Source: an optimization exercise on an open RTL-to-GDS flow (aim: small area and a short achievable clock period). Production flows keep margins and buffers that such runs may drop. The RTL was checked by simulation tests, not by an equivalence proof against the original design. Power figures rest on the tool's default switching activity, not on a simulated workload.

==> design.v <==
`timescale 1ns/1ns
module fifo(clock,reset,pin,sin,din,pout,dout, TM, SI, S0);
input clock,reset;
input pin, sin;
input [8:0] din;
output pout;
output [8:0] dout;
output S0;
input TM, SI;
reg [4:0]   memw, memr;    
reg         ne;            
reg         full;          
reg [8:0]   dq;            
reg [287:0] mem;           
assign pout = ne;
assign S0   = memw[4];
assign dout = dq;
wire write = pin & ~full;
wire pop   = ~sin & ne;
wire [4:0] r1 = memr + 5'd1;
wire [4:0] wt = {memw[3:0], memr[4]};       
wire one    = (memw == r1);                   
wire thirty = ((memw + 5'd2) == memr);        
wire tne0   = (wt != {memr[3:0], 1'b0});
wire tne1   = (wt != {memr[3:0], 1'b1});
wire tfu0   = ((wt + 5'd1) == {memr[3:0], 1'b0});
wire tfu1   = ((wt + 5'd1) == {memr[3:0], 1'b1});
wire tby0   = (memw == {memr[3:0], 1'b0});
wire tby1   = (memw == {memr[3:0], 1'b1});
wire [31:0] wdec = 32'd1 << memw;
integer i;
always @(posedge clock)
  for (i = 0; i < 32; i = i + 1)
    if (write & wdec[i]) mem[9*i +: 9] <= din;
wire [4:0] rn = ~memr;
wire       tn = ~TM, sn = ~SI;
wire [7:0] hn, ht;                   
wire [3:0] ln, lt;                   
genvar e, b, k;
generate
  for (e = 0; e < 8; e = e + 1) begin : g_hi
    fifo_and3 un (.a(e & 4 ? memr[4] : rn[4]), .b(e & 2 ? memr[3] : rn[3]),
                  .c(e & 1 ? memr[2] : rn[2]), .x(hn[e]));
    fifo_and3 ut (.a(e & 4 ? memr[3] : rn[3]), .b(e & 2 ? memr[2] : rn[2]),
                  .c(e & 1 ? memr[1] : rn[1]), .x(ht[e]));
  end
  for (e = 0; e < 4; e = e + 1) begin : g_lo
    fifo_and3 un (.a(tn), .b(e & 2 ? memr[1] : rn[1]),
                  .c(e & 1 ? memr[0] : rn[0]), .x(ln[e]));
    fifo_and3 ut (.a(TM), .b(e & 2 ? memr[0] : rn[0]),
                  .c(e & 1 ? SI : sn), .x(lt[e]));
  end
endgenerate
wire [31:0] sel;
generate
  for (e = 0; e < 32; e = e + 1) begin : g_sel
    fifo_ao22 u (.a1(hn[((e + 31) % 32) / 4]), .a2(ln[(e + 31) % 4]),
                 .b1(ht[e / 4]),               .b2(lt[e % 4]),
                 .x(sel[e]));
  end
endgenerate
wire byp = write & (TM ? (SI ? tby1 : tby0) : (pop ? one : ~ne));
wire [8:0] dnext;
wire nbyp = ~byp;
generate
  for (b = 0; b < 9; b = b + 1) begin : g_rd
    wire [3:0] g;
    wire [1:0] t;
    wire       bd;
    for (e = 0; e < 4; e = e + 1) begin : g_grp
      wire [7:0] m;
      for (k = 0; k < 8; k = k + 1) begin : g_m
        assign m[k] = mem[9*(8*e+k)+b];
      end
      fifo_andor8 u (.s(sel[8*e +: 8]), .m(m), .y(g[e]));
    end
    fifo_nor2  u0 (.a(g[0]), .b(g[1]), .y(t[0]));
    fifo_nor2  u1 (.a(g[2]), .b(g[3]), .y(t[1]));
    fifo_nor2  u2 (.a(nbyp), .b(din[b]), .y(bd));
    fifo_a31oi u3 (.a1(nbyp), .a2(t[0]), .a3(t[1]), .b1(bd), .y(dnext[b]));
  end
endgenerate
always @(posedge clock)
  if (byp | TM | pop) dq <= dnext;
always @(posedge clock or posedge reset) begin
  if (reset) begin
    memw <= 5'd0;
    memr <= 5'd0;
    ne   <= 1'b0;
    full <= 1'b0;
  end else if (TM) begin
    memw <= wt;
    memr <= {memr[3:0], SI};
    ne   <= SI ? tne1 : tne0;
    full <= SI ? tfu1 : tfu0;
  end else begin
    memw <= memw + {4'd0, write};
    memr <= memr + {4'd0, pop};
    if (write & ~pop) begin
      ne   <= 1'b1;
      full <= thirty;
    end else if (pop & ~write) begin
      ne   <= ~one;
      full <= 1'b0;
    end
  end
end
endmodule
module fifo_and3(input a, b, c, output x);
  assign x = a & b & c;
endmodule
module fifo_nor2(input a, b, output y);
  assign y = ~(a | b);
endmodule
module fifo_a31oi(input a1, a2, a3, b1, output y);
  assign y = ~((a1 & a2 & a3) | b1);
endmodule
module fifo_ao22(input a1, a2, b1, b2, output x);
  assign x = (a1 & a2) | (b1 & b2);
endmodule
module fifo_andor8(input [7:0] s, input [7:0] m, output y);
  assign y = |(s & m);
endmodule
==> run.sh <==
#!/bin/bash
# synth_recipe.tcl (not shown) runs the flow's synth.tcl, then flattens the netlist and writes it again
# the make line also repeats each setting of config.mk as NAME=value (left out here)
make -C /OpenROAD-flow-scripts/flow DESIGN_CONFIG=/design/flow/config.mk WORK_HOME=/design/flow/orfs CLKGATE_MAP_FILE= SYNTH_SCRIPT=/design/flow/synth_recipe.tcl finish
==> config.mk <==
export PLATFORM = sky130hd
export DESIGN_NAME = fifo
export DESIGN_NICKNAME = fifo
export VERILOG_FILES = /design/flow/design.v
export SDC_FILE = /design/flow/constraint.sdc
export NUM_CORES = 4
export LEC_CHECK = 0
export CAP_MARGIN = 20
export CORE_MARGIN = 2
export CORE_UTILIZATION = 55
export CTS_BUF_LIST = sky130_fd_sc_hd__clkbuf_4 sky130_fd_sc_hd__clkbuf_8
export GPL_TIMING_DRIVEN = 0
export SETUP_SLACK_MARGIN = 1.0
export SLEW_MARGIN = 20
export SYNTH_HIERARCHICAL = 1
==> constraint.sdc <==
create_clock -name core_clock -period 3.5 [get_ports {clock}]
set_input_delay 0.7000 -clock core_clock [delete_from_list [all_inputs] [get_ports {clock}]]
set_output_delay 0.7000 -clock core_clock [all_outputs]
set_load 0.01 [all_outputs]
==> run summary, run 1 <==
Clock tree:
- The clock tree from TritonCTS is yes.
- After clock tree synthesis, the clock-pin slew on the worst setup and hold paths is 0.07 ns.
- For this design, the CTS-stage hold fixing added 0 buffers.
- The TritonCTS buffer count is 49.
- Counting along the longest clock path gives a buffer depth of 3.
- The level count of the clock H-tree is 2.
- The worst-skew pair later-pin latency is 0.56 ns.
- The number of clock sinks is 309.
- CTS placed an instance of clkbuf_8 at the clock tree root.

Synthesis:
- The number of nets in the synthesized netlist is 765.
- After synthesis, the largest family of logic cells by area is compound AO/OA/AOI/OAI gates.
- Of all flip-flops after synthesis, the portion carrying an async set or reset was 3.88%.
- Counting flops and latches in the post-synthesis netlist gives 309.
- Dividing the synthesized area by the synthesized cell count gives 16.4 sq um.
- Of the total synthesized cell area, the portion taken by AND, OR, NAND and NOR gates is 7.08%.
- The area fraction in compound gates after synthesis is 13.2%.
- The instance count of the mapped netlist is 743.
- In the synthesized netlist the dominant register cell turns out to be edfxtp_1.
- The portion of netlist area occupied by mux cells is 0.370%.
- For this run, the number of Yosys warnings is 7.
- The portion of the post-synthesis area used by sequential elements is 75.8%.
- Yosys mapped the design onto 49 distinct sky130hd cell types.
- The mapped netlist covers 0.0122 sq mm.
- Counting flops with a built-in enable in the synthesized netlist gives 297.
- The arithmetic-cell share of the synthesized area counting full adders, half adders and majority gates is 0.720%.
- The xor and xnor area share after synthesis is 1.90%.

Floorplanning:
- The floorplan step set the die height to 153 um.
- The number of placement rows is 54.
- For this configuration, the core starts out at a cell density of 55.9%.
- The die covers 0.0233 sq mm.
- The top-level I/O count is 26.
- The horizontal die dimension is 153 um.
- In this run the standard cell core region covers 0.0218 sq mm.

Pwr:
- The power per cell area is 701 mW/mm^2.
- The cell leakage power is 4.52 nW.
- The part of the power in registers is 46.1%.
- The clock network burns 28.1% of the power.
- The internal power of the cells totals 0.00678 W.
- The proportion of power drawn by combinational gates is 25.8%.
- Summed over all nets, the switching power comes to 0.00308 W.
- The switching share of power is 31.2%.
- VDD sags by at most 366 uV.

Place:
- The area of placed instances is 0.0128 sq mm.
- The placer congestion estimate is 0.926.
- Detailed placement finished with a half-perimeter wire length of 18900 um.
- The placed instance count is 1048.
- The port buffer count is 25.

Run:
- Across the run, the number of max-cap violations was 0.

Detailed routing:
- The number of nets still failing antenna checks after routing is 0.
- The post-detailed-route wirelength per cell is 25.1 um.
- The total DRC errors in the routed layout is 0.
- The wire length reported by the detailed router is 28500 um.
- The number of vias per cell after detailed routing is 6.35.
- Summing over every cut layer, the via total after detailed routing is 7238.
- The first TritonRoute pass finished after 5 iterations.
- The DRC marker count from the first detailed-route iteration is 713.

Cells and area:
- The final layout contains 846 nets.
- The sequential cells in the finished layout cover a total of 0.00923 sq mm.
- The area growth from synthesis to final layout is 15.7%.
- The filler cells instantiated in the layout total 1558.
- The fraction of layout cells with a size suffix above 1 is 24.0%.
- Summing all multi-input logic gate instances after layout gives 0.00322 sq mm.
- The filler-free cell count of the finished design is 1139.
- The repair_antennas step left the layout with diodes totalling 0.
- The total non-filler cell area in the finished layout is 0.0141 sq mm.

Status:
- The run finished with no timing, DRC or antenna violations.

Timing:
- The worst-case headroom to the max-slew limit is 47.3%.
- The final period utilization is 71.3%.
- For the pin with the worst max-slew slack, the measured transition is 0.787 ns.
- The max-slew violation count is 0.
- After layout, the minimum clock period comes to 2.50 ns.
- Setup repair after global routing could not meet its margin everywhere.
- The count of final hold-check violations was 0.
- For this run, the top clock speed supported by timing is 401 MHz.
- The clock skew is 0.0221 ns.
- Setup violations remaining at the end of the flow were counted as 0.

Critical path:
- The worst reg-to-reg path cell count is 4.
- The type of element launching the critical path is a flop.
- The type of the worst setup path is flop to flop.
- The endpoint identified for the worst register-to-register timing path is mem[143].
- The origin of the critical flop-to-flop path is memw[3].
- The launching element of the worst setup path is memw[3].
- The last element of the critical path is mem[143].
- The data required time of the critical path is 3.69 ns.
- STA classifies the critical path endpoint as a flop.
- The setup slack on the worst flop-to-flop path is 1.00 ns.
- In this run the worst path has a maximum fanout of 10.
- For the worst setup path, the data arrival time is 2.69 ns.

GRT:
- The number of antenna violations at the first check in global routing is 0.
- The remaining global-route overflow is 0.
- The via count of the first global-routing pass is 7218.
- The global-route total usage across every layer is 25.0%.
- The wire length of the first global-routing pass is 43400 um.
- Entering global routing, the biggest net connects 34 pins.

Min path:
- The kind of path behind the tightest hold check is primary input to async pin.
power by group through the flow:
stage               Combinational, W  Sequential, W  Clock [W]
global placement             0.00222        0.00462          0
finish                       0.00255        0.00455    0.00277
global route                 0.00275        0.00457    0.00298
floorplan                    0.00142        0.00461          0
CTS                          0.00241        0.00455    0.00281
detailed placement           0.00228        0.00463          0
cells by family after synthesis:
group / after synthesis
AO/OA/AOI/OAI: 209
AND/OR/NAND/NOR: 166
adder cells (fa/ha/maj): 7
flip-flops: 309
multiplexers: 4
XOR/XNOR: 23
buffers and inverters: 25
Yosys stat by module, one instance, submodules excluded:
| module | copies in the design | flops+latches | cells inside |
|---|---|---|---|
| fifo_ao22 | 32 | 0 | 1 |
| fifo_a31oi | 9 | 0 | 1 |
| fifo_and3 | 24 | 0 | 1 |
| fifo_andor8 | 36 | 0 | 5 |
| fifo_nor2 | 27 | 0 | 1 |
| fifo | 1 | 309 | 471 |
layer usage:
metal | vias to the layer above | global-route usage, % | part of all wire [%]
li1 | 3275 | - | -
met1 | 3672 | 37.8 | 45
met2 | 241 | 37.0 | 45
met3 | 50 | 4.41 | 6.7
met4 | 0 | 8.82 | 2.9
met5 | - | 0 | 0
critical path, stage by stage (launching register included):
cell and delay [ns]:
dfrtp_1 0.33, buf_4 0.17, clkbuf_1 0.52, nand3_1 0.40, nor2_1 0.70
cell usage in the layout (no fill, tap or decap), types with 15 or more instances in the layout:
cell type    n
a22oi_2     21
a22o_2      17
nor2_1      29
xnor2_1     15
and3_1      20
nand4_1     38
clkbuf_8    49
nor2_2      22
a22oi_1    123
edfxtp_1   297
synth_stat cells, types with 7 or more instances:
cell      number  area (sq um)
nand3_1        7          35.0
nor2_1        56           210
a22o_1        32           280
nand4_1       38           238
a31oi_1       11          68.8
ha_1           7          87.6
xnor2_1       15           131
nor3_1        10          50.1
inv_1          9          33.8
edfxtp_1     297          8920
buf_2          7          35.0
and3_1        26           163
dfrtp_1       12           300
nand2_1       12          45.0
a22oi_1      144          1080
nand2b_1       8          50.1
per-stage QoR:
stage / util (%) / hold WS, ns / worst slack [ns] / TNS, ns / power [W]
after floorplan: - / 0.503 / 1.05 / 0 / 0.00603
after global placement: 58.7 / 0.557 / -0.637 / -5.10 / 0.00684
after detailed placement: 58.6 / 0.541 / -0.673 / -5.43 / 0.00691
after CTS: 63.6 / 0.464 / 0.786 / 0 / 0.00977
after global routing: 64.7 / 0.520 / 0.857 / 0 / 0.0103
final: 64.7 / 0.471 / 1.00 / 0 / 0.00986
worst min path at each step:
| stage | from | to | cells past startpoint | slack [ns] |
|---|---|---|---|---|
| 2_1_floorplan | full | full | 2 | 0.50 |
| 3_3_place_gp | full | full | 2 | 0.56 |
| 3_5_place_dp | full | full | 2 | 0.54 |
| 4_1_cts | reset | memr[0] | 2 | 0.46 |
| 5_1_grt | reset | memr[0] | 2 | 0.52 |
| 6_report | reset | memr[0] | 2 | 0.47 |
area by class of cell:
class                   count  area share [%]
repair buffers             30            1.82
clock inverters            23           0.765
flip-flops and latches    309            65.5
well taps                 280            2.49
clock buffers              63            5.54
inverters                  10           0.293
plain buffers              15           0.693
multi-input cells         409            22.9
flip-flops by register name, summed over array words and instances, names as in the netlist:
signal	flops
dq	9
full	1
mem	288
memr	5
memw	5
ne	1
repair_timing:
| action | in CTS | in global routing |
|---|---|---|
| pin swaps | 7 | 17 |
| resized for setup | 66 | 55 |
| hold endpoints to repair | 0 | 0 |
| buffers inserted | 1 | 4 |
| endpoints found under the setup margin | 127 | 211 |
==> run 2, diff against run 1 <==
--- a/config.mk
+++ b/config.mk
@@ -11,3 +11,2 @@
 export CTS_BUF_LIST = sky130_fd_sc_hd__clkbuf_4 sky130_fd_sc_hd__clkbuf_8
-export GPL_TIMING_DRIVEN = 0
 export SETUP_SLACK_MARGIN = 1.0
==> run summary, run 2 <==
Status:
- The flow ran to the end and the layout has no timing, DRC or antenna violations.

Synthesis:
- The async set-reset flop share out of synthesis is 3.88% (unchanged).
- The post-synthesis net count was 765 (unchanged).
- In the synthesized netlist the dominant register cell turns out to be edfxtp_1.
- By area the synthesized netlist is led by edfxtp_1 73%, a22oi_1 8.9%, dfrtp_1 2.5%.
- The count of yosys warnings during synthesis is 7 (unchanged).
- Ranked by instance count, the synthesized netlist is headed by 297 x edfxtp_1, 144 x a22oi_1, 56 x nor2_1.
- The most frequent cell after synthesis is edfxtp_1.
- The per-instance average area after synthesis is 16.4 sq um (unchanged).
- The distinct cell type count of the synthesized netlist is 49 (unchanged).
- The number of enable-type register cells in the synthesized netlist is 297 (unchanged).
- The portion of synthesized cell area occupied by the leading cell type is 73.3% (unchanged).
- The portion of the post-synthesis area used by sequential elements is 75.8% (unchanged).
- The instance count of the mapped netlist is 743 (unchanged).
- The number of storage elements in the synthesis netlist is 309 (unchanged).
- The cell area after synthesis came to 0.0122 sq mm (unchanged).
- Of all cell types, the one taking the most synthesized area is edfxtp_1.

Timing:
- The upper clock frequency limit was 415 MHz (+3.7%).
- The slew at the pin with the worst max-slew slack was 1.08 ns (+0.291 ns).
- The worst-case headroom to the max-slew limit is 27.9% (-19 points).
- The setup TNS is 0 ns (unchanged).
- The number of failing setup endpoints in the final timing report is 0 (unchanged).
- The max-slew violation count was 0 (unchanged).
- The count of final hold-check violations is 0 (unchanged).
- The final period utilization is 68.8% (-2.5 points).
- The clock skew was 0.0190 ns (-0.00311 ns).
- The clock period minus worst slack is 2.41 ns (-0.0889 ns).
- Setup repair after global routing could not meet its margin everywhere.

Floorplanning:
- The standard cell core area came to 0.0218 sq mm (unchanged).
- The number of placement rows is 54 (unchanged).
- The top-level I/O count came to 26 (unchanged).
- The starting utilization of the core area is 55.9% (unchanged).
- The y dimension of the die is 153 um (unchanged).
- The area enclosed by the die boundary was 0.0233 sq mm (unchanged).
- The horizontal die dimension is 153 um (unchanged).

Cells and area:
- In the layout the commonest cells are 297 x edfxtp_1, 134 x a22oi_1, 51 x buf_4.
- The largest registers in the layout are mem: 288 flops, dq: 9 flops.
- More flip-flops sit in one register than any other, and that register is mem.
- The final-stage net count is 878 (+3.8%).
- The area occupied by registers was 0.00923 sq mm (about the same).
- Compared with the post-synthesis result, the final layout area differs by 17.3%.
- The total non-filler cell area in the finished layout is 0.0143 sq mm (+1.4%).
- The multi-input combinational cell area is 0.00310 sq mm (-3.8%).
- The library cell used most frequently in the layout, excluding fill and tap cells, is edfxtp_1.
- The fraction of layout cells with a size suffix above 1 is 22.0% (-2.0 points).
- The filler cell count is 1547 (-0.71%).
- The number of flip-flops under the largest register name was 288 (unchanged).

Detailed routing:
- The total vias in the final route is 7603 (+5.0%).
- The number of nets still failing antenna checks after routing is 0 (unchanged).
- The first-pass iteration count of the detailed router is 5 (unchanged).
- The DRC marker count from the first detailed-route iteration is 937 (+31%).
- The post-detailed-route wirelength per cell is 26.7 um (+6.5%).
- The total DRC errors in the routed layout came to 0 (unchanged).
- The number of vias per cell after detailed routing is 6.49 (+2.1%).
- The wire length reported by the detailed router is 31300 um (+9.6%).

Pwr:
- The maximum vdd drop is 593 uV (+62%).
- The power per cell area is 697 mW/mm^2 (-0.48%).
- The cell leakage power was 4.72 nW (+4.4%).
- The overall power after layout is 0.00995 W (+0.91%).

Critical path:
- By startpoint and endpoint, the worst setup path is classified as flop to flop.
- The maximum fanout encountered on the critical timing path is 10 (unchanged).
- The type of element launching the critical path is a flop.
- The data required time of the critical path came to 3.79 ns (+0.10 ns).
- The worst reg-to-reg path cell count is 10 (+6).
- The data arrival at the endpoint of the critical path came to 2.70 ns (about the same).
- The worst setup path is captured at a flop.

Clock tree:
- The number of clock sinks is 309 (unchanged).
- The level count of the clock H-tree is 2 (unchanged).
- The clock-pin slew on the worst setup and hold paths came to 0.06 ns (about the same).
- The number of buffers on the longest clock path was 3 (unchanged).
- The TritonCTS buffer count is 47 (-4.1%).
- The hold buffer count at CTS was 0 (unchanged).
- TritonCTS built the clock tree.
- The worst-skew pair later-pin latency is 0.57 ns (about the same).
- The cell chosen for the clock root is clkbuf_8.

Place:
- The port buffer count is 25 (unchanged).
- The placer congestion estimate is 0.886 (-4.4%).
- The HPWL after detailed placement is 20400 um (+8.2%).
- The area of placed instances is 0.0131 sq mm (+2.4%).

GRT:
- The number of antenna violations at the first check in global routing is 1 (+1).
- The via count of the first global-routing pass was 7382 (+2.3%).
- The remaining global-route overflow is 0 (unchanged).
- The largest net degree at the start of global routing is 27 (-21%).
- The wire length of the first global-routing pass is 46100 um (+6.1%).
- The global-route total usage across every layer came to 26.7% (+1.7 points).

Min path:
- The kind of path behind the tightest hold check is primary input to async pin.

Run:
- The number of violations of the max-capacitance limit is 0 (unchanged).
-- run 2: changes by cell type in the layout (fill, tap and decap cells not counted), moves of 4 or more --
cell / change
nor3_1: +8
a22oi_2: -11
buf_4: +43
nor2_1: +20
a22oi_1: +11
clkdlybuf4s50_1: +6
nor3_2: -7
a22o_1: +5
and3_4: +4
buf_2: -11
nor2_2: -17
a22o_2: -8
-- run 2: timing repair --
action                     CTS  global route
pin swaps                   10             6
buffers inserted             0             4
gates resized for setup     50            36
setup endpoints to repair   10            26
cloned                       0             1
-- run 2: cell type report --
cell class / count / area share [%]
Antenna cell: 2 / 0.0351
Clock buffer: 63 / 5.46
Clock inverter: 20 / 0.842
Inverter: 10 / 0.263
Multi-Input combinational cell: 409 / 21.7
Sequential cell: 309 / 64.7
Tap cell: 280 / 2.45
Timing Repair Buffer: 79 / 4.60
-- run 2: stage by stage --
step	utilization, %	instances	setup WS, ns	hold WS [ns]
global route	65.6	1170	0.992	0.515
CTS	64.8	1165	0.969	0.483
finish	65.6	1172	1.09	0.490
global placement	60.1	1082	0.167	0.543
floorplan	-	743	1.05	0.503
detailed placement	60.0	1082	0.119	0.545
-- run 2: power by group --
group          leakage, nW  switching, W  internal, W
clock network        0.470       0.00130      0.00152
logic                 1.42       0.00149     0.000937
registers             2.83      0.000295      0.00441
total                 4.72       0.00309      0.00686
-- run 2: critical path, cell delays in order, from the launching register on --
cell and delay [ns]:
dfrtp_2 0.45, buf_8 0.16, ha_2 0.32, xnor2_1 0.12, o211ai_2 0.14, a2111oi_4 0.32, o311ai_2 0.13, buf_4 0.17
buf_6 0.15, nor2_1 0.08, a31oi_1 0.07
-- run 2: kinds of logic (layout without fill, tap and decap cells) --
| group | Yosys count | in the layout | synth area share, % |
|---|---|---|---|
| AOI/OAI and AO/OA | 209 | 209 | 13.2 |
| xor gates and xnor gates | 23 | 23 | 1.90 |
| adders and majority gates | 7 | 7 | 0.720 |
| buffers and inverters | 25 | 172 | 0.966 |
| DFF | 309 | 309 | 75.8 |
| muxes | 4 | 4 | 0.370 |
| other | 0 | 2 | 0 |
| and+or+nand+nor | 166 | 166 | 7.08 |
-- run 2: final timing paths --
path | end | slack, ns | from
setup / recovery | dq[6] | 1.09 | memr[1]
hold / removal | full | 0.49 | reset
setup reg to reg | dq[6] | 1.09 | memr[1]
hold reg to reg | full | 0.56 | full
max in group asynchronous | memr[1] | 2.62 | reset
min in group core_clock | full | 0.56 | full
-- run 2: routing by layer --
layer | share of wire [%] | wire length, um | vias up | global-route usage (%)
met3 | 8.5 | 2660 | 56 | 5.49
met4 | 3.0 | 924 | 0 | 9.22
li1 | - | - | 3338 | -
met1 | 44 | 13700 | 3860 | 41.3
met2 | 45 | 14000 | 349 | 38.1
met5 | 0 | 0 | - | 0
-- run 2: per-module statistics from Yosys (local to each module, per instance) --
module       copies in the design  flip-flops and latches  cell area, sq um
fifo_a31oi                      9                       0              6.26
fifo                            1                     309             10300
fifo_andor8                    36                       0              36.3
fifo_ao22                      32                       0              8.76
fifo_nor2                      27                       0              3.75
fifo_and3                      24                       0              6.26
==> run 3, diff against run 2 <==
--- a/design.v
+++ b/design.v
@@ -12,2 +12,3 @@
 reg         full;          
+reg         one;           
 reg [8:0]   dq;            
@@ -19,6 +20,9 @@
 wire pop   = ~sin & ne;
+wire [4:0] w1 = memw + 5'd1;
 wire [4:0] r1 = memr + 5'd1;
 wire [4:0] wt = {memw[3:0], memr[4]};       
-wire one    = (memw == r1);                   
+wire two    = (memw == memr + 5'd2);          
 wire thirty = ((memw + 5'd2) == memr);        
+wire ton0   = (wt == {memr[3:0], 1'b1});
+wire ton1   = (wt == {r1[3:0], 1'b0});
 wire tne0   = (wt != {memr[3:0], 1'b0});
@@ -90,2 +94,3 @@
     full <= 1'b0;
+    one  <= 1'b0;
   end else if (TM) begin
@@ -95,5 +100,6 @@
     full <= SI ? tfu1 : tfu0;
+    one  <= SI ? ton1 : ton0;
   end else begin
-    memw <= memw + {4'd0, write};
-    memr <= memr + {4'd0, pop};
+    memw <= write ? w1 : memw;
+    memr <= pop ? r1 : memr;
     if (write & ~pop) begin
@@ -101,2 +107,3 @@
       full <= thirty;
+      one  <= ~ne;
     end else if (pop & ~write) begin
@@ -104,2 +111,3 @@
       full <= 1'b0;
+      one  <= two;
     end
==> flow/run.sh (new file) <==
#!/bin/bash
# Layout flow: the standard ORFS flow (standard.sh), with two changes:
#  - the port buffers are plain buf_2 cells instead of the delay cells
#    buffer_ports picks by default;
#  - the clock tree uses larger sink clusters and no dummy loads.
# make's full output goes to flow.log in the work folder; ORFS keeps each
# step's own log under orfs/logs/.
set -euo pipefail
export BUFFER_PORTS_ARGS="-buffer_cell sky130_fd_sc_hd__buf_2"
export CTS_ARGS="-sink_clustering_enable -repair_clock_nets -dont_use_dummy_load -sink_clustering_size 20 -sink_clustering_max_diameter 60 -buf_list {sky130_fd_sc_hd__clkbuf_8 sky130_fd_sc_hd__clkbuf_16}"
bash standard.sh > flow.log 2>&1
==> standard.sh (new file) <==
#!/bin/bash
# synth_recipe.tcl (not shown) runs the flow's synth.tcl, then flattens the netlist and writes it again
# the make line also repeats each setting of config.mk as NAME=value (left out here)
make -C /OpenROAD-flow-scripts/flow DESIGN_CONFIG=/design/flow/config.mk WORK_HOME=/design/flow/orfs CLKGATE_MAP_FILE= SYNTH_SCRIPT=/design/flow/synth_recipe.tcl "${@:-finish}"
--- a/config.mk
+++ b/config.mk
@@ -10,4 +10,3 @@
 export CORE_UTILIZATION = 55
-export CTS_BUF_LIST = sky130_fd_sc_hd__clkbuf_4 sky130_fd_sc_hd__clkbuf_8
-export SETUP_SLACK_MARGIN = 1.0
+export SETUP_SLACK_MARGIN = 1.8
 export SLEW_MARGIN = 20
removed: run.sh
==> run summary, run 3 <==
Critical path:
- The maximum cell stage delay along the critical path is 0.29 ns (-0.16 ns).
- The buffers plus inverters on the worst setup path came to 2 (-1).
- The setup path with the least slack is of type primary input to flop.
- The cell at the slowest stage of the critical path is and3_4.
- The data arrival at the endpoint of the critical path is 2.50 ns (-0.20 ns).
- The maximum fanout encountered on the critical timing path came to 26 (+16).
- In this run the worst setup path begins at TM.
- The data required time of the critical path was 3.72 ns (-0.07 ns).
- The startpoint identified for the worst register-to-register timing path is memr[1].
- The worst setup path is captured at a flop.
- STA classifies the critical path startpoint as a primary input.
- Grouping stages by cell kind, the critical path spends the most delay in simple AND/OR/NAND/NOR gates.
- Walking the worst path, the cells encountered are buf_2 > buf_4 > and3_4 > a22o_4 > a22oi_1 > nand4_1 > nor2_2 > a31oi_1.

Synthesis:
- The most common cell in the synthesized netlist is edfxtp_1.
- By count the netlist is led by 297 x edfxtp_1, 144 x a22oi_1, 64 x nor2_1.
- The portion of synthesized cell area occupied by the leading cell type is 72.8% (-0.46 points).
- The count of yosys warnings during synthesis is 7 (unchanged).
- In the post-synthesis netlist, the biggest area contributors are edfxtp_1 73%, a22oi_1 8.8%, dfrtp_1 2.7%.
- The most common flop cell mapped by yosys is edfxtp_1.
- The number of enable-type register cells in the synthesized netlist is 297 (unchanged).
- The async set-reset flop share out of synthesis was 4.19% (+0.31 points).
- The largest total area in the synthesized netlist belongs to edfxtp_1.
- The distinct cell type count of the synthesized netlist was 39 (-20%).
- The number of storage elements in the synthesis netlist is 310 (+0.32%).
- The post-synthesis net count is 793 (+3.7%).
- The portion of the post-synthesis area used by sequential elements is 75.5% (-0.27 points).
- The instance count of the mapped netlist is 768 (+3.4%).
- The cell area after synthesis was 0.0122 sq mm (+0.63%).
- The per-instance average area after synthesis is 15.9 sq um (-2.6%).

Floorplanning:
- The number of placement rows was 54 (unchanged).
- The area enclosed by the die boundary came to 0.0235 sq mm (+0.62%).
- The standard cell core area is 0.0218 sq mm (+0.31%).
- The top-level I/O count came to 26 (unchanged).
- The horizontal die dimension is 153 um (+0.31%).
- The starting utilization of the core area is 56.1% (+0.18 points).
- The y dimension of the die is 153 um (+0.31%).

Timing:
- The count of final hold-check violations is 0 (unchanged).
- The final period utilization is 65.2% (-3.6 points).
- Setup repair after global routing could not meet its margin everywhere.
- The setup TNS is 0 ns (unchanged).
- The worst-case headroom to the max-slew limit was 49.4% (+22 points).
- The max-slew violation count is 0 (unchanged).
- The upper clock frequency limit is 438 MHz (+5.4%).
- The smallest hold slack is 0.236 ns (-0.255 ns).
- The clock period minus worst slack is 2.28 ns (-0.124 ns).
- The slew at the pin with the worst max-slew slack came to 0.759 ns (-0.320 ns).
- The clock skew is 0.0543 ns (+0.0353 ns).
- The number of failing setup endpoints in the final timing report came to 0 (unchanged).

GRT:
- The wire length of the first global-routing pass is 49600 um (+7.7%).
- The via count of the first global-routing pass is 7680 (+4.0%).
- The remaining global-route overflow is 0 (unchanged).
- The largest net degree at the start of global routing is 34 (+26%).
- The number of antenna violations at the first check in global routing was 0 (-1).
- The global-route total usage across every layer is 28.5% (+1.9 points).

Clock tree:
- The hold buffer count at CTS is 0 (unchanged).
- The clock-pin slew on the worst setup and hold paths is 0.08 ns (+0.02 ns).
- The number of clock sinks is 310 (+0.32%).
- The level count of the clock H-tree was 1 (-1).
- The worst-skew pair later-pin latency was 0.54 ns (-0.03 ns).
- TritonCTS built the clock tree.
- The number of buffers on the longest clock path is 3 (unchanged).
- The cell chosen for the clock root is clkbuf_16.
- The TritonCTS buffer count came to 22 (-53%).

Detailed routing:
- The total vias in the final route is 7793 (+2.5%).
- The post-detailed-route wirelength per cell is 29.2 um (+9.5%).
- The number of vias per cell after detailed routing came to 6.77 (+4.4%).
- The wire length reported by the detailed router is 33600 um (+7.6%).
- The total DRC errors in the routed layout is 0 (unchanged).
- The first-pass iteration count of the detailed router is 5 (unchanged).
- The number of nets still failing antenna checks after routing came to 0 (unchanged).
- The DRC marker count from the first detailed-route iteration is 747 (-20%).

Cells and area:
- The largest registers in the layout are mem: 288 flops, dq: 9 flops.
- In the layout the commonest cells are 297 x edfxtp_1, 110 x a22oi_1, 38 x nand4_1.
- The fraction of layout cells with a size suffix above 1 is 32.6% (+11 points).
- The number of flip-flops under the largest register name came to 288 (unchanged).
- The area growth from synthesis to final layout is 23.5%.
- The share of the core filled with cells is 69.3% (+3.7 points).
- The register containing the most flip-flops in the final layout is mem.
- The filler cell count was 1432 (-7.4%).
- Leaving out fill and tap cells, the most frequent cell in the layout is edfxtp_1.
- The filler-free cell count of the finished design is 1151 (-1.8%).
- The final-stage net count is 898 (+2.3%).
- The count of inserted antenna diode cells is 0 (-2).

Pwr:
- The cell leakage power is 4.87 nW (+3.3%).
- The maximum vdd drop was 535 uV (-9.7%).
- The power per cell area is 596 mW/mm^2 (-15%).

Place:
- The placed instance count is 1063 (-1.8%).
- The port buffer count was 25 (unchanged).
- The placer congestion estimate was 0.835 (-5.7%).
- The HPWL after detailed placement is 20500 um (+0.42%).

Min path:
- The kind of path behind the tightest hold check is primary input to async pin.

Run:
- The number of violations of the max-capacitance limit is 0 (unchanged).

Status:
- The run finished with no timing, DRC or antenna violations.
## run 3: cell types whose count changed after synthesis, sizes merged, moves of 5 or more
cell and change:
nor3 -9, nand2 +6, xor2 +6, a21oi +7, o21ai +5, nor2 +8
## run 3: final timing paths
check	end	slack, ns	cells after the start
setup / recovery	dq[7]	1.22	8
hold / removal	full	0.24	2
setup reg to reg	dq[7]	1.23	7
hold reg to reg	one	0.59	2
max in group asynchronous	ne	2.81	2
min in group core_clock	one	0.59	2
## run 3: power breakdown
| group | total [W] | leakage (nW) | internal (W) | switching, W |
|---|---|---|---|---|
| combinational | 0.00228 | 1.76 | 0.000868 | 0.00142 |
| clock | 0.00223 | 0.271 | 0.00111 | 0.00112 |
| sequential | 0.00450 | 2.84 | 0.00435 | 0.000149 |
## run 3: cells by family (layout without fill, tap and decap cells)
kind of cell	after synthesis	after routing	synth area share, %
muxes	2	2	0.163
DFF	310	310	75.5
AOI/OAI and AO/OA	219	225	13.3
and+or+nand+nor	172	179	7.04
buffers and inverters	28	118	1.01
xor gates and xnor gates	27	27	1.99
adders and majority gates	10	10	1.02
## run 3: layout make-up
cell class	count	area (sq um)	area share [%]
multi-input combinational	443	3970	26.3
clock buffer	22	551	3.64
inverter	13	56.3	0.372
tap	280	350	2.32
timing repair buffer	83	943	6.24
sequential	310	9250	61.2
## run 3: metrics by stage
stage                     total power (W)  setup slack [ns]  area, sq um
after floorplan                   0.00567              1.51        12700
after global placement            0.00622             0.544        13100
after detailed placement          0.00625             0.531        13100
after CTS                         0.00883              1.28        14800
after global routing              0.00933              1.20        15100
final                             0.00902              1.22        15100
## run 3: modules after synthesis, one instance, submodules excluded
module | area [sq um] | flops+latches
fifo_ao22 | 8.76 | 0
fifo_a31oi | 6.26 | 0
fifo_andor8 | 36.3 | 0
fifo_nor2 | 3.75 | 0
fifo | 10400 | 310
fifo_and3 | 6.26 | 0
## run 3: metal layers
layer	vias up	wire length, um	GRT usage, %
met4	0	1220	9.04
met3	64	1870	3.60
met5	-	0	0
li1	3385	-	-
met1	4056	14100	40.9
met2	288	16500	46.3
## run 3: timing repair
action / CTS / global route
gates cloned: 6 / 7
gates resized for setup: 117 / 32
endpoints found under the setup margin: 320 / 239
setup buffers: 39 / 14
pin swaps: 65 / 42
==> run 4, diff against run 3 <==
--- a/config.mk
+++ b/config.mk
@@ -10,3 +10,3 @@
 export CORE_UTILIZATION = 55
-export SETUP_SLACK_MARGIN = 1.8
+export SETUP_SLACK_MARGIN = 1.4
 export SLEW_MARGIN = 20
==> run summary, run 4 <==
Timing:
- The max-slew violation count is 0 (unchanged).
- The clock period minus worst slack is 2.33 ns (+0.0482 ns).
- The clock skew is 0.0276 ns (-0.0267 ns).
- The count of final hold-check violations is 0 (unchanged).
- The worst setup slack after layout was 1.17 ns (-0.0481 ns).
- Setup repair after global routing could not meet its margin everywhere.
- The setup TNS was 0 ns (unchanged).
- The slew at the pin with the worst max-slew slack came to 0.824 ns (+0.0649 ns).
- The final period utilization came to 66.6% (+1.4 points).
- The upper clock frequency limit is 429 MHz (-2.1%).
- The number of failing setup endpoints in the final timing report is 0 (unchanged).
- The worst-case headroom to the max-slew limit came to 44.7% (-4.7 points).

Synthesis:
- The async set-reset flop share out of synthesis is 4.19% (unchanged).
- The cell area after synthesis is 0.0122 sq mm (unchanged).
- The per-instance average area after synthesis is 15.9 sq um (unchanged).
- The number of storage elements in the synthesis netlist was 310 (unchanged).
- The portion of synthesized cell area occupied by the leading cell type was 72.8% (unchanged).
- The count of yosys warnings during synthesis is 7 (unchanged).
- The instance count of the mapped netlist is 768 (unchanged).
- The distinct cell type count of the synthesized netlist was 39 (unchanged).
- The post-synthesis net count is 793 (unchanged).
- The top cell type by total area after synthesis is edfxtp_1.
- After synthesis, the cell types taking the most area are edfxtp_1 73%, a22oi_1 8.8%, dfrtp_1 2.7%.
- The portion of the post-synthesis area used by sequential elements came to 75.5% (unchanged).
- The most used flip-flop cell after synthesis is edfxtp_1.
- By count the netlist is led by 297 x edfxtp_1, 144 x a22oi_1, 64 x nor2_1.
- Among all cell types in the netlist, the one instantiated most often is edfxtp_1.
- The number of enable-type register cells in the synthesized netlist is 297 (unchanged).

Clock tree:
- The tree is rooted in a clkbuf_16.
- The clock-pin slew on the worst setup and hold paths is 0.08 ns (about the same).
- The number of clock sinks is 310 (unchanged).
- The number of buffers on the longest clock path is 3 (unchanged).
- The worst-skew pair later-pin latency is 0.52 ns (-0.02 ns).
- The TritonCTS buffer count is 21 (-4.5%).
- The level count of the clock H-tree is 1 (unchanged).
- The clock tree from TritonCTS is yes.

Min path:
- The kind of path behind the tightest hold check is primary input to async pin.

Detailed routing:
- The DRC marker count from the first detailed-route iteration is 937 (+25%).
- The number of nets still failing antenna checks after routing came to 0 (unchanged).
- The total DRC errors in the routed layout is 0 (unchanged).
- The number of vias per cell after detailed routing is 6.96 (+2.7%).
- The wire length reported by the detailed router is 34700 um (+3.2%).
- The post-detailed-route wirelength per cell came to 30.0 um (+2.8%).
- The total vias in the final route is 8041 (+3.2%).
- The first-pass iteration count of the detailed router was 5 (unchanged).

GRT:
- The via count of the first global-routing pass is 7504 (-2.3%).
- The largest net degree at the start of global routing was 34 (unchanged).
- The global-route total usage across every layer came to 28.5% (-0.051 points).
- The remaining global-route overflow is 0 (unchanged).
- The number of antenna violations at the first check in global routing is 0 (unchanged).
- The wire length of the first global-routing pass is 49400 um (-0.43%).

Place:
- The port buffer count is 25 (unchanged).
- The placer congestion estimate is 0.917 (+9.8%).
- The HPWL after detailed placement was 20700 um (+0.86%).
- The area of placed instances was 0.0127 sq mm (-3.1%).
- The worst setup timing slack at the placement stage is 0.506 ns (-0.0249 ns).

Critical path:
- The data required time of the critical path is 3.71 ns (about the same).
- The type of element launching the critical path is a flop.
- The maximum fanout encountered on the critical timing path is 6 (-77%).
- The worst setup path is of the flop to flop kind.
- The data arrival at the endpoint of the critical path came to 2.54 ns (+0.04 ns).
- The worst reg-to-reg path cell count is 7 (unchanged).
- The maximum cell stage delay along the critical path is 0.48 ns (+0.19 ns).
- The slowest stage of the critical path is the dfrtp_2 cell.
- The origin of the critical flop-to-flop path is memr[1].
- The worst register-to-register path ends at dq[6].
- Traced cell by cell, the critical path runs through buf_6 > and3_4 > a22o_4 > a22oi_2 > nand4_1 > nor2_2 > a31oi_1.
- The sort of element at the end of the critical path is a flop.
- The setup slack on the worst flop-to-flop path is 1.17 ns (-0.06 ns).

Cells and area:
- The fraction of layout cells with a size suffix above 1 is 33.6% (+0.96 points).
- The number of flip-flops under the largest register name is 288 (unchanged).
- The filler cell count is 1435 (+0.21%).
- The area occupied by registers is 0.00925 sq mm (about the same).
- More flip-flops sit in one register than any other, and that register is mem.
- In the layout the commonest cells are 297 x edfxtp_1, 85 x a22oi_1, 60 x a22oi_2.
- The count of inserted antenna diode cells is 0 (unchanged).
- Compared with the post-synthesis result, the final layout area differs by 22.1%.
- The largest registers in the layout are mem: 288 flops, dq: 9 flops.
- The total non-filler cell area in the finished layout is 0.0149 sq mm (-1.2%).
- The multi-input combinational cell area is 0.00398 sq mm (about the same).
- The library cell used most frequently in the layout, excluding fill and tap cells, is edfxtp_1.
- The final-stage net count is 903 (+0.56%).

Floorplanning:
- The starting utilization of the core area is 56.1% (unchanged).
- The top-level I/O count is 26 (unchanged).
- The number of placement rows is 54 (unchanged).
- The y dimension of the die is 153 um (unchanged).
- The standard cell core area is 0.0218 sq mm (unchanged).
- The horizontal die dimension is 153 um (unchanged).
- The area enclosed by the die boundary is 0.0235 sq mm (unchanged).

Pwr:
- The power per cell area is 592 mW/mm^2 (-0.71%).
- The cell leakage power is 4.85 nW (-0.36%).
- The maximum vdd drop is 441 uV (-18%).

Status:
- The flow ran to the end and the layout has no timing, DRC or antenna violations.

Run:
- The number of violations of the max-capacitance limit is 0 (unchanged).
[run 4: cell count changes in the layout (fill, tap and decap cells not counted), sizes merged]
cell / previous run / this run
buf: 83 / 85
nor2: 69 / 65
and3: 27 / 30
a22o: 38 / 42
[run 4: modules after synthesis (local to each module, per instance)]
module / copies in the design / flip-flops and latches / area (sq um) / cells
fifo: 1 / 310 / 10400 / 496
fifo_andor8: 36 / 0 / 36.3 / 5
fifo_ao22: 32 / 0 / 8.76 / 1
fifo_a31oi: 9 / 0 / 6.26 / 1
fifo_and3: 24 / 0 / 6.26 / 1
fifo_nor2: 27 / 0 / 3.75 / 1
[run 4: how the worst max path moves through the flow]
stage / start / end / slack, ns / cells past startpoint
2_1_floorplan: pin / mem[180] / 1.31 / 4
3_3_place_gp: SI / dq[1] / 0.55 / 8
3_5_place_dp: TM / dq[6] / 0.51 / 8
4_1_cts: memr[1] / dq[6] / 1.29 / 7
5_1_grt: memw[1] / mem[109] / 1.13 / 4
6_report: memr[1] / dq[6] / 1.17 / 7
[run 4: per-layer routing]
layer  vias up  share of wire, %  wire length [um]  track usage, %
met5         -                 0                 0               0
met4         0               2.5               867            7.98
met1      4055                43             14900            45.3
li1       3417                 -                 -               -
met3        57                10              3610            5.76
met2       512                44             15400            40.4
[run 4: repair_timing]
action | in CTS | in global routing
gates resized for setup | 203 | 57
endpoints found under the hold margin | 0 | 0
gates cloned | 9 | 8
pin swaps | 69 | 59
hold buffers | 0 | 0
setup endpoints to repair | 265 | 226
buffers inserted | 29 | 22
[run 4: cells by family after synthesis]
group / after synthesis / synth area share [%]
DFF: 310 / 75.5
AOI/OAI and AO/OA: 219 / 13.3
and+or+nand+nor: 172 / 7.04
buffers and inverters: 28 / 1.01
xor gates and xnor gates: 27 / 1.99
adders and majority gates: 10 / 1.02
muxes: 2 / 0.163
[run 4: area by class of cell]
type                    instances  share of cell area, %
inverters                      13                  0.377
flip-flops and latches        310                   61.9
multi-input cells             446                   26.6
well taps                     280                   2.34
repair buffers                 86                   5.29
clock buffers                  21                   3.52
[run 4: through the flow]
| stage | hold WS, ns | cells | utilization, % | power, W |
|---|---|---|---|---|
| 6_report | 0.234 | 1156 | 68.5 | 0.00885 |
| 5_1_grt | 0.279 | 1156 | 68.5 | 0.00911 |
| 4_1_cts | 0.253 | 1126 | 66.0 | 0.00859 |
| 3_5_place_dp | 0.514 | 1067 | 58.3 | 0.00612 |
| 3_3_place_gp | 0.520 | 1066 | 58.3 | 0.00609 |
| 2_1_floorplan | 0.480 | 768 | - | 0.00549 |
[run 4: power breakdown]
group | total [W] | switching, W | leakage [nW] | internal, W
clock | 0.00218 | 0.00112 | 0.259 | 0.00106
combinational | 0.00209 | 0.00133 | 1.75 | 0.000760
sequential | 0.00458 | 0.000224 | 2.84 | 0.00435
total | 0.00885 | 0.00267 | 4.85 | 0.00618
[run 4: worst max-delay path, delay by kind of cell, from the launching register on]
kind	cells	cell delay (ns)
simple gates	3	0.74
compound gates	3	0.67
flops	1	0.48
buf+inv	1	0.15
==> run 5, diff against run 4 <==
--- a/flow/run.sh
+++ b/flow/run.sh
@@ -9,3 +9,3 @@
 export BUFFER_PORTS_ARGS="-buffer_cell sky130_fd_sc_hd__buf_2"
-export CTS_ARGS="-sink_clustering_enable -repair_clock_nets -dont_use_dummy_load -sink_clustering_size 20 -sink_clustering_max_diameter 60 -buf_list {sky130_fd_sc_hd__clkbuf_8 sky130_fd_sc_hd__clkbuf_16}"
+export CTS_ARGS="-sink_clustering_enable -repair_clock_nets -dont_use_dummy_load -sink_clustering_size 30 -sink_clustering_max_diameter 80 -buf_list {sky130_fd_sc_hd__clkbuf_8 sky130_fd_sc_hd__clkbuf_16}"
 bash standard.sh > flow.log 2>&1
--- a/config.mk
+++ b/config.mk
@@ -10,4 +10,5 @@
 export CORE_UTILIZATION = 55
-export SETUP_SLACK_MARGIN = 1.4
+export SETUP_SLACK_MARGIN = 1.6
 export SLEW_MARGIN = 20
 export SYNTH_HIERARCHICAL = 1
+export TNS_END_PERCENT = 5
==> run summary, run 5 <==
Status:
- The run finished with no timing, DRC or antenna violations.

Synthesis:
- The most used flip-flop cell after synthesis is edfxtp_1.
- The instance count of the mapped netlist was 768 (unchanged).
- The number of enable-type register cells in the synthesized netlist is 297 (unchanged).
- The post-synthesis net count is 793 (unchanged).
- In the post-synthesis netlist, the biggest area contributors are edfxtp_1 73%, a22oi_1 8.8%, dfrtp_1 2.7%.
- Counting instances in the post-synthesis netlist gives the leading cell types as 297 x edfxtp_1, 144 x a22oi_1, 64 x nor2_1.
- Of all cell types, the one taking the most synthesized area is edfxtp_1.
- The number of storage elements in the synthesis netlist is 310 (unchanged).
- The portion of synthesized cell area occupied by the leading cell type is 72.8% (unchanged).
- The most frequent cell after synthesis is edfxtp_1.
- The async set-reset flop share out of synthesis came to 4.19% (unchanged).
- The distinct cell type count of the synthesized netlist was 39 (unchanged).
- The cell area after synthesis came to 0.0122 sq mm (unchanged).
- The portion of the post-synthesis area used by sequential elements is 75.5% (unchanged).
- The per-instance average area after synthesis is 15.9 sq um (unchanged).
- The count of yosys warnings during synthesis is 7 (unchanged).

Floorplanning:
- The horizontal die dimension is 153 um (unchanged).
- The standard cell core area is 0.0218 sq mm (unchanged).
- The top-level I/O count is 26 (unchanged).
- The y dimension of the die came to 153 um (unchanged).
- The number of placement rows is 54 (unchanged).
- The starting utilization of the core area came to 56.1% (unchanged).
- The area enclosed by the die boundary is 0.0235 sq mm (unchanged).

Place:
- The placer congestion estimate is 0.837 (-8.6%).
- The port buffer count is 25 (unchanged).
- The area of placed instances is 0.0131 sq mm (+3.1%).
- The HPWL after detailed placement is 20000 um (-3.0%).

Critical path:
- The type of element launching the critical path is a primary input.
- The worst reg-to-reg path cell count is 7 (unchanged).
- The worst register-to-register path begins at memr[0].
- The critical path is of the primary input to flop type.
- Tracing the worst setup path back leads to its startpoint at SI.
- In this run the critical register-to-register path is captured at dq[3].
- The data arrival at the endpoint of the critical path is 2.56 ns (+0.02 ns).
- In this run the worst setup path terminates at dq[3].
- The data required time of the critical path is 3.73 ns (+0.02 ns).
- The sort of element at the end of the critical path is a flop.
- The setup slack on the worst flop-to-flop path was 1.17 ns (about the same).
- The maximum fanout encountered on the critical timing path was 11 (+5).

Detailed routing:
- The number of vias per cell after detailed routing is 6.71 (-3.5%).
- The DRC marker count from the first detailed-route iteration came to 785 (-16%).
- The first-pass iteration count of the detailed router was 7 (+2).
- The total DRC errors in the routed layout is 0 (unchanged).
- The number of nets still failing antenna checks after routing is 0 (unchanged).
- The total vias in the final route came to 7560 (-6.0%).
- The post-detailed-route wirelength per cell is 28.4 um (-5.4%).
- The wire length reported by the detailed router came to 32000 um (-7.8%).

Clock tree:
- The hold buffer count at CTS is 0 (unchanged).
- TritonCTS built the clock tree.
- The worst-skew pair later-pin latency was 0.50 ns (-0.02 ns).
- The number of clock sinks is 310 (unchanged).
- The level count of the clock H-tree came to 1 (unchanged).
- The clock-pin slew on the worst setup and hold paths is 0.11 ns (+0.03 ns).
- Clock tree synthesis selected as its root buffer the cell clkbuf_16.
- The number of buffers on the longest clock path was 3 (unchanged).
- The TritonCTS buffer count came to 14 (-33%).

Timing:
- The max-slew violation count came to 0 (unchanged).
- The worst-case headroom to the max-slew limit is 52.4% (+7.7 points).
- The clock period minus worst slack is 2.33 ns (+0.00275 ns).
- The upper clock frequency limit is 428 MHz (-0.12%).
- The count of final hold-check violations is 0 (unchanged).
- The setup TNS is 0 ns (unchanged).
- The smallest hold slack is 0.248 ns (+0.0140 ns).
- The final period utilization is 66.7% (+0.079 points).
- Setup repair after global routing could not meet its margin everywhere.
- The clock skew is 0.0422 ns (+0.0145 ns).
- The number of failing setup endpoints in the final timing report came to 0 (unchanged).
- The slew at the pin with the worst max-slew slack was 0.714 ns (-0.109 ns).

Cells and area:
- The area occupied by registers is 0.00924 sq mm (about the same).
- The library cell used most frequently in the layout, excluding fill and tap cells, is edfxtp_1.
- The multi-input combinational cell area is 0.00368 sq mm (-7.3%).
- The filler cell count was 1525 (+6.3%).
- The area growth from synthesis to final layout is 16.1%.
- The final-stage net count was 873 (-3.3%).
- The count of inserted antenna diode cells is 0 (unchanged).
- Ranked by flip-flop count, first place goes to mem.
- The library cells used most frequently in the layout, excluding fill and tap cells, are 297 x edfxtp_1, 104 x a22oi_1, 41 x a22oi_2.
- The total non-filler cell area in the finished layout is 0.0142 sq mm (-4.9%).
- The number of flip-flops under the largest register name is 288 (unchanged).
- The fraction of layout cells with a size suffix above 1 is 26.5% (-7.1 points).
- The largest registers in the layout are mem: 288 flops, dq: 9 flops.

Pwr:
- The power per cell area is 573 mW/mm^2 (-3.2%).
- The maximum vdd drop came to 399 uV (-9.7%).
- The cell leakage power is 4.60 nW (-5.3%).

GRT:
- The number of antenna violations at the first check in global routing is 1 (+1).
- The via count of the first global-routing pass is 7279 (-3.0%).
- The remaining global-route overflow is 0 (unchanged).
- The global-route total usage across every layer is 26.8% (-1.7 points).
- The largest net degree at the start of global routing is 34 (unchanged).
- The wire length of the first global-routing pass came to 46800 um (-5.4%).

Min path:
- The min-delay analysis places its worst path in the category primary input to async pin.

Run:
- The number of violations of the max-capacitance limit is 0 (unchanged).
-- run 5: cell count changes in the layout (fill, tap and decap cells not counted), moves of 3 or more --
cell	before	now
nor2_2	18	10
a22oi_2	60	41
buf_12	12	3
nor2_1	25	36
clkbuf_16	21	14
and3_1	2	7
dfrtp_2	5	0
nor2_4	22	18
a22o_4	35	29
and3_4	23	13
a22oi_1	85	104
a22o_2	7	10
dfrtp_1	8	13
buf_6	14	8
-- run 5: modules after synthesis (local to each module, per instance) --
module,flops+latches,cell area [sq um],copies in the design
fifo,310,10400,1
fifo_nor2,0,3.75,27
fifo_ao22,0,8.76,32
fifo_a31oi,0,6.26,9
fifo_andor8,0,36.3,36
fifo_and3,0,6.26,24
-- run 5: timing repair --
action | CTS | global route
cloned | 5 | 4
setup buffers | 14 | 11
hold endpoints to repair | 0 | 0
gates resized for setup | 78 | 30
setup endpoints to repair | 120 | 275
pin swaps | 41 | 42
-- run 5: power by group --
| part | internal, W | switching, W |
|---|---|---|
| logic | 0.000660 | 0.00123 |
| registers | 0.00434 | 0.000168 |
| clock network | 0.000725 | 0.00101 |
| total | 0.00573 | 0.00241 |
-- run 5: cell type report --
class                   count  area share, %
well taps                 280           2.46
multi-input cells         439           25.9
clock buffers              14           2.46
flip-flops and latches    310           65.0
inverters                  13          0.361
repair buffers             70           3.75
-- run 5: per-layer routing --
metal	up-vias	GRT usage [%]	wire, um
met1	3855	37.8	13000
met2	326	43.8	15500
li1	3330	-	-
met5	-	0	0
met3	49	4.71	2670
met4	0	7.36	913
-- run 5: critical path, cell delays in order --
cell	delay, ns
buf_2	0.27
inv_4	0.07
and3_4	0.25
a22o_4	0.31
a22oi_2	0.17
nand4_1	0.33
nor2_2	0.32
a31oi_1	0.12
-- run 5: cells by family after synthesis --
family / count (synthesis) / share of synthesized area (%)
fa+ha+maj: 10 / 1.02
flops: 310 / 75.5
simple gates: 172 / 7.04
xor+xnor: 27 / 1.99
buf+inv: 28 / 1.01
compound gates: 219 / 13.3
mux: 2 / 0.163
-- run 5: metrics by stage --
stage	utilization [%]	total power [W]	std cells	setup WS [ns]
CTS	63.9	0.00806	1111	1.28
floorplan	-	0.00560	768	1.49
global route	65.1	0.00845	1126	1.17
detailed placement	60.1	0.00622	1078	0.478
finish	65.1	0.00814	1126	1.17
global placement	60.1	0.00619	1078	0.494
-- run 5: how the worst min path moves through the flow --
stage,depth (start not counted),slack (ns),startpoint,endpoint
4_1_cts,2,0.25,reset,memw[0]
2_1_floorplan,2,0.48,full,full
3_3_place_gp,2,0.52,full,full
6_report,2,0.25,reset,memw[0]
5_1_grt,2,0.29,reset,memw[3]
3_5_place_dp,2,0.53,full,full
==> run 6, diff against run 5 <==
--- a/config.mk
+++ b/config.mk
@@ -13,2 +13 @@
 export SYNTH_HIERARCHICAL = 1
-export TNS_END_PERCENT = 5
==> run summary, run 6 <==
Detailed routing:
- The DRC marker count from the first detailed-route iteration is 841 (+7.1%).
- The detailed router used layers up to and including met4.
- The first-pass iteration count of the detailed router is 5 (-2).
- The total vias in the final route is 7531 (-0.38%).
- The wire length on met1 is 12900 um (-0.42%).
- The number of nets still failing antenna checks after routing is 0 (unchanged).
- The routed length on met3 is 2550 um (-4.6%).
- The post-detailed-route wirelength per cell is 29.1 um (+2.3%).
- The total DRC errors in the routed layout was 0 (unchanged).
- The detailed-routed wire length on met2 was 16000 um (+3.7%).
- The number of vias per cell after detailed routing came to 6.78 (+1.1%).
- The wire length reported by the detailed router came to 32300 um (+0.85%).

Synthesis:
- In the post-synthesis netlist, the biggest area contributors are edfxtp_1 73%, a22oi_1 8.8%, dfrtp_1 2.7%.
- The async set-reset flop share out of synthesis is 4.19% (unchanged).
- The number of enable-type register cells in the synthesized netlist is 297 (unchanged).
- The instance count of the mapped netlist came to 768 (unchanged).
- The portion of the post-synthesis area used by sequential elements was 75.5% (unchanged).
- The distinct cell type count of the synthesized netlist is 39 (unchanged).
- The portion of synthesized cell area occupied by the leading cell type is 72.8% (unchanged).
- The top cell type by total area after synthesis is edfxtp_1.
- The per-instance average area after synthesis is 15.9 sq um (unchanged).
- Among all flip-flop cells after synthesis, the most frequent one is edfxtp_1.
- The number of storage elements in the synthesis netlist is 310 (unchanged).
- The post-synthesis net count came to 793 (unchanged).
- The most frequent cell after synthesis is edfxtp_1.
- The cell area after synthesis is 0.0122 sq mm (unchanged).
- The count of yosys warnings during synthesis is 7 (unchanged).
- Ranked by instance count, the synthesized netlist is headed by 297 x edfxtp_1, 144 x a22oi_1, 64 x nor2_1.

GRT:
- The number of antenna violations at the first check in global routing was 0 (-1).
- The via count of the first global-routing pass is 7405 (+1.7%).
- The wire length of the first global-routing pass is 47200 um (+0.97%).
- The largest net degree at the start of global routing is 34 (unchanged).
- The remaining global-route overflow is 0 (unchanged).
- The global-route total usage across every layer is 27.5% (+0.66 points).

Place:
- The placed instance count is 1065 (-1.2%).
- The port buffer count is 25 (unchanged).
- The placer congestion estimate is 0.885 (+5.7%).
- The HPWL after detailed placement is 20700 um (+3.4%).
- The area of placed instances is 0.0130 sq mm (-0.61%).

Floorplanning:
- The number of placement rows is 54 (unchanged).
- The standard cell core area is 0.0218 sq mm (unchanged).
- The horizontal die dimension is 153 um (unchanged).
- The y dimension of the die came to 153 um (unchanged).
- The top-level I/O count is 26 (unchanged).
- The starting utilization of the core area is 56.1% (unchanged).
- The area enclosed by the die boundary came to 0.0235 sq mm (unchanged).

Critical path:
- The critical path starts at memr[4].
- The sort of element at the end of the critical path is a flop.
- The critical path in this run is classified as flop to flop.
- The type of element launching the critical path is a flop.
- The endpoint identified for the worst register-to-register timing path is dq[4].
- The worst reg-to-reg path cell count is 7 (unchanged).
- The slowest stage of the critical path belongs to the cell dfrtp_2.
- The maximum cell stage delay along the critical path came to 0.44 ns (+0.11 ns).
- Following the worst setup path forward leads to its endpoint at dq[4].
- The maximum fanout encountered on the critical timing path was 5 (-6).
- The data required time of the critical path came to 3.72 ns (about the same).
- The setup slack on the worst flop-to-flop path is 1.27 ns (+0.10 ns).
- The critical path goes through buf_4 > and3_4 > a22o_4 > a22oi_2 > nand4_1 > nor2_1 > a31oi_1.
- The data arrival at the endpoint of the critical path is 2.46 ns (-0.10 ns).
- The origin of the critical flop-to-flop path is memr[4].

Cells and area:
- The count of inserted antenna diode cells is 0 (unchanged).
- The fraction of layout cells with a size suffix above 1 is 28.4% (+2.0 points).
- The final-stage net count is 857 (-1.8%).
- The filler cell count is 1491 (-2.2%).
- The area growth from synthesis to final layout is 17.7%.
- The largest registers in the layout are mem: 288 flops, dq: 9 flops.
- The filler-free cell count of the finished design is 1110 (-1.4%).
- The top cell types in the final layout, fill and taps aside, are 297 x edfxtp_1, 99 x a22oi_1, 46 x a22oi_2.
- The total non-filler cell area in the finished layout is 0.0144 sq mm (+1.4%).
- Leaving out fill and tap cells, the most frequent cell in the layout is edfxtp_1.
- The register containing the most flip-flops in the final layout is mem.
- The number of flip-flops under the largest register name was 288 (unchanged).

Timing:
- The clock period minus worst slack came to 2.23 ns (-0.101 ns).
- The max-slew violation count is 0 (unchanged).
- The worst-case headroom to the max-slew limit is 47.0% (-5.4 points).
- The upper clock frequency limit was 448 MHz (+4.5%).
- The number of failing setup endpoints in the final timing report was 0 (unchanged).
- The final period utilization is 63.8% (-2.9 points).
- The setup TNS came to 0 ns (unchanged).
- Setup repair after global routing could not meet its margin everywhere.
- The count of final hold-check violations is 0 (unchanged).
- The slew at the pin with the worst max-slew slack is 0.795 ns (+0.0804 ns).
- The clock skew is 0.0569 ns (+0.0147 ns).

Clock tree:
- The TritonCTS buffer count is 15 (+1).
- The root buffer cell chosen for the clock tree is clkbuf_16.
- The clock-pin slew on the worst setup and hold paths is 0.09 ns (-0.02 ns).
- The level count of the clock H-tree is 1 (unchanged).
- The number of clock sinks was 310 (unchanged).
- The hold buffer count at CTS was 0 (unchanged).
- The worst-skew pair later-pin latency is 0.50 ns (about the same).
- TritonCTS built the clock tree.
- The number of buffers on the longest clock path is 3 (unchanged).

Pwr:
- The cell leakage power was 4.54 nW (-1.2%).
- The maximum vdd drop is 408 uV (+2.3%).
- The power per cell area is 575 mW/mm^2 (+0.35%).

Min path:
- The kind of path behind the tightest hold check is primary input to async pin.

Run:
- The number of violations of the max-capacitance limit came to 0 (unchanged).

Status:
- The flow ran to the end and the layout has no timing, DRC or antenna violations.
## run 6: power breakdown
group / total, W / switching [W] / internal [W]
clock: 0.00180 / 0.00103 / 0.000774
sequential: 0.00453 / 0.000176 / 0.00435
combinational: 0.00195 / 0.00128 / 0.000673
total: 0.00828 / 0.00248 / 0.00580
## run 6: layout make-up
type,count,area (sq um),share of cell area [%]
clock buffer,15,375,2.61
tap,280,350,2.43
multi-input combinational,436,3850,26.7
inverter,13,51.3,0.356
timing repair buffer,56,524,3.64
sequential,310,9250,64.2
## run 6: worst max-delay path, delay by kind of cell (launching register included)
| kind | cells | cell delay [ns] |
|---|---|---|
| and+or+nand+nor | 3 | 0.73 |
| AOI/OAI and AO/OA | 3 | 0.63 |
| DFF | 1 | 0.44 |
| buffers and inverters | 1 | 0.17 |
## run 6: through the flow
| stage | setup slack [ns] | total power (W) | hold slack, ns | utilization (%) |
|---|---|---|---|---|
| floorplan | 1.51 | 0.00561 | 0.499 | - |
| finish | 1.27 | 0.00828 | 0.258 | 66.0 |
| global placement | 0.615 | 0.00617 | 0.536 | 59.7 |
| CTS | 1.37 | 0.00823 | 0.266 | 65.1 |
| global route | 1.29 | 0.00859 | 0.289 | 66.0 |
| detailed placement | 0.590 | 0.00621 | 0.540 | 59.8 |
## run 6: how the worst min path moves through the flow
stage                from  slack (ns)      end
floorplan            full        0.50     full
global placement     full        0.54     full
detailed placement   full        0.54     full
CTS                 reset        0.27  memw[1]
global route        reset        0.29  memw[1]
finish              reset        0.26  memw[1]
## run 6: logic make-up (layout without fill, tap and decap cells)
group / count (synthesis) / count (layout) / synth area share (%)
fa+ha+maj: 10 / 10 / 1.02
compound gates: 219 / 223 / 13.3
simple gates: 172 / 174 / 7.04
mux: 2 / 2 / 0.163
xor+xnor: 27 / 27 / 1.99
buf+inv: 28 / 84 / 1.01
flops: 310 / 310 / 75.5
## run 6: per-module statistics from Yosys (local to each module, per instance)
module,cells inside,flops+latches,area (sq um)
fifo_a31oi,1,0,6.26
fifo,496,310,10400
fifo_nor2,1,0,3.75
fifo_ao22,1,0,8.76
fifo_andor8,5,0,36.3
fifo_and3,1,0,6.26
## run 6: routing by layer
metal  up-vias  track usage, %
met1      3831            38.9
met5         -               0
met2       362            45.0
met4         0            7.98
li1       3290               -
met3        48            4.17
## run 6: repair_timing
action,CTS,global route
gates resized for setup,136,16
pin swaps,47,22
cloned,4,2
buffers inserted,17,7
setup endpoints to repair,168,123
==> run 7, diff against run 6 <==
--- a/config.mk
+++ b/config.mk
@@ -10,3 +10,3 @@
 export CORE_UTILIZATION = 55
-export SETUP_SLACK_MARGIN = 1.6
+export SETUP_SLACK_MARGIN = 1.3
 export SLEW_MARGIN = 20
==> run summary, run 7 <==
Status:
- The run finished with no timing, DRC or antenna violations.

Clock tree:
- The level count of the clock H-tree is 1 (unchanged).
- The number of clock sinks was 310 (unchanged).
- The number of buffers on the longest clock path is 3 (unchanged).
- The TritonCTS buffer count was 15 (unchanged).
- The cell chosen for the clock root is clkbuf_16.

Synthesis:
- The distinct cell type count of the synthesized netlist is 39 (unchanged).
- The async set-reset flop share out of synthesis was 4.19% (unchanged).
- After synthesis, the cell types taking the most area are edfxtp_1 73%, a22oi_1 8.8%, dfrtp_1 2.7%.
- The number of enable-type register cells in the synthesized netlist is 297 (unchanged).
- The portion of the post-synthesis area used by sequential elements came to 75.5% (unchanged).
- The count of yosys warnings during synthesis is 7 (unchanged).
- The commonest cells after synthesis are 297 x edfxtp_1, 144 x a22oi_1, 64 x nor2_1.
- The post-synthesis net count is 793 (unchanged).
- The cell area after synthesis is 0.0122 sq mm (unchanged).
- The most frequent cell after synthesis is edfxtp_1.

Floorplanning:
- The standard cell core area is 0.0218 sq mm (unchanged).
- The y dimension of the die is 153 um (unchanged).
- The area enclosed by the die boundary was 0.0235 sq mm (unchanged).

Place:
- The area of placed instances is 0.0127 sq mm (-2.5%).
- The placer congestion estimate is 0.939 (+6.1%).
- The port buffer count was 25 (unchanged).
- The HPWL after detailed placement is 20300 um (-2.2%).

Timing:
- The count of final hold-check violations is 0 (unchanged).
- Setup repair after global routing could not meet its margin everywhere.
- The slew at the pin with the worst max-slew slack is 0.912 ns (+0.117 ns).
- The worst-case headroom to the max-slew limit was 39.0% (-8.0 points).
- The clock period minus worst slack is 2.37 ns (+0.132 ns).
- The number of failing setup endpoints in the final timing report was 0 (unchanged).
- The setup TNS came to 0 ns (unchanged).

Detailed routing:
- The total DRC errors in the routed layout is 0 (unchanged).
- The wire length reported by the detailed router is 33800 um (+4.6%).
- The number of nets still failing antenna checks after routing came to 0 (unchanged).
- The total vias in the final route is 7837 (+4.1%).
- The number of vias per cell after detailed routing came to 7.05 (+4.0%).

Critical path:
- The maximum fanout encountered on the critical timing path is 7 (+2).
- The type of element launching the critical path is a flop.
- The sort of element at the end of the critical path is a flop.

GRT:
- The remaining global-route overflow is 0 (unchanged).
- The global-route total usage across every layer is 27.0% (-0.51 points).

Cells and area:
- The total non-filler cell area in the finished layout is 0.0142 sq mm (-1.7%).
- The register containing the most flip-flops in the final layout is mem.
- The largest registers in the layout are mem: 288 flops, dq: 9 flops.
- The final-stage net count came to 858 (+0.12%).
- The fraction of layout cells with a size suffix above 1 is 27.9% (-0.52 points).
- The area occupied by registers is 0.00925 sq mm (about the same).
- The most common cell after layout, fill and taps aside is edfxtp_1.

Min path:
- The kind of path behind the tightest hold check is primary input to async pin.

Pwr:
- The cell leakage power was 4.50 nW (-0.99%).
==> run 7: per-layer routing <==
metal | vias to the layer above | part of all wire, % | track usage [%]
li1 | 3326 | - | -
met1 | 4019 | 43 | 43.3
met2 | 412 | 44 | 38.1
met3 | 78 | 9.4 | 4.62
met4 | 2 | 3.4 | 8.02
met5 | - | 0.038 | 0
==> run 7: per-module statistics from Yosys, one instance, submodules excluded <==
module	flip-flops and latches	cells inside	times used	cell area, sq um
fifo	310	496	1	10400
fifo_andor8	0	5	36	36.3
fifo_ao22	0	1	32	8.76
fifo_a31oi	0	1	9	6.26
fifo_and3	0	1	24	6.26
fifo_nor2	0	1	27	3.75
==> run 7: power breakdown <==
group / switching, W / internal (W) / leakage, nW
Clock: 0.00104 / 0.000774 / 0.185
Combinational: 0.00124 / 0.000644 / 1.47
Sequential: 0.000197 / 0.00435 / 2.84
Total: 0.00248 / 0.00577 / 4.50
==> run 7: final timing paths <==
kind	from	endpoint	slack (ns)	depth (start not counted)
worst min-delay path	reset	one	0.23	2
min in group core_clock	full	full	0.54	2
worst max-delay path	memr[1]	dq[4]	1.13	9
worst min register to register	full	full	0.54	2
max in group asynchronous	reset	memr[1]	2.83	2
worst max register to register	memr[1]	dq[4]	1.13	9
==> run 7: cell type report <==
class | count | area share, %
flip-flops and latches | 310 | 65.3
well taps | 280 | 2.47
repair buffers | 46 | 2.12
inverters | 13 | 0.371
multi-input cells | 447 | 27.1
clock buffers | 15 | 2.65
==> run 7: per-stage QoR <==
step                utilization, %  hold slack (ns)  power, W  cells
finish                        64.9            0.230   0.00825   1111
global route                  64.9            0.265   0.00851   1111
global placement              58.3            0.519   0.00607   1067
detailed placement            58.3            0.510   0.00609   1067
CTS                           61.8            0.248   0.00799   1092
floorplan                        -            0.480   0.00549    768
==> run 7: cell families after synthesis <==
logic type,count (synthesis),share of synthesized area (%)
buffers and inverters,28,1.01
adders and majority gates,10,1.02
AOI/OAI and AO/OA,219,13.3
and+or+nand+nor,172,7.04
muxes,2,0.163
DFF,310,75.5
xor gates and xnor gates,27,1.99
==> run 7: timing repair <==
item,4_1_cts,5_1_grt
hold buffers,0,0
cloned,5,12
gates resized for setup,97,112
buffers inserted,5,7
pin swaps,20,62
setup endpoints to repair,117,227
==> run 7: critical path, cell delays in order (launching register included) <==
cell and delay (ns):
dfrtp_2 0.43, clkinvlp_4 0.14, buf_6 0.15, and3_4 0.24
a22o_4 0.31, buf_4 0.15, a22oi_2 0.16, nand4_1 0.19
nor2_4 0.22, a31oi_1 0.11

Setup slack of run 7, layout unchanged: 1.134 ns with ideal ports, 1.134 ns with driving cells assumed (clock clkbuf_16, inputs buf_2), 0.708 ns with port delays also shifted by the 0.531 ns mid clock arrival.
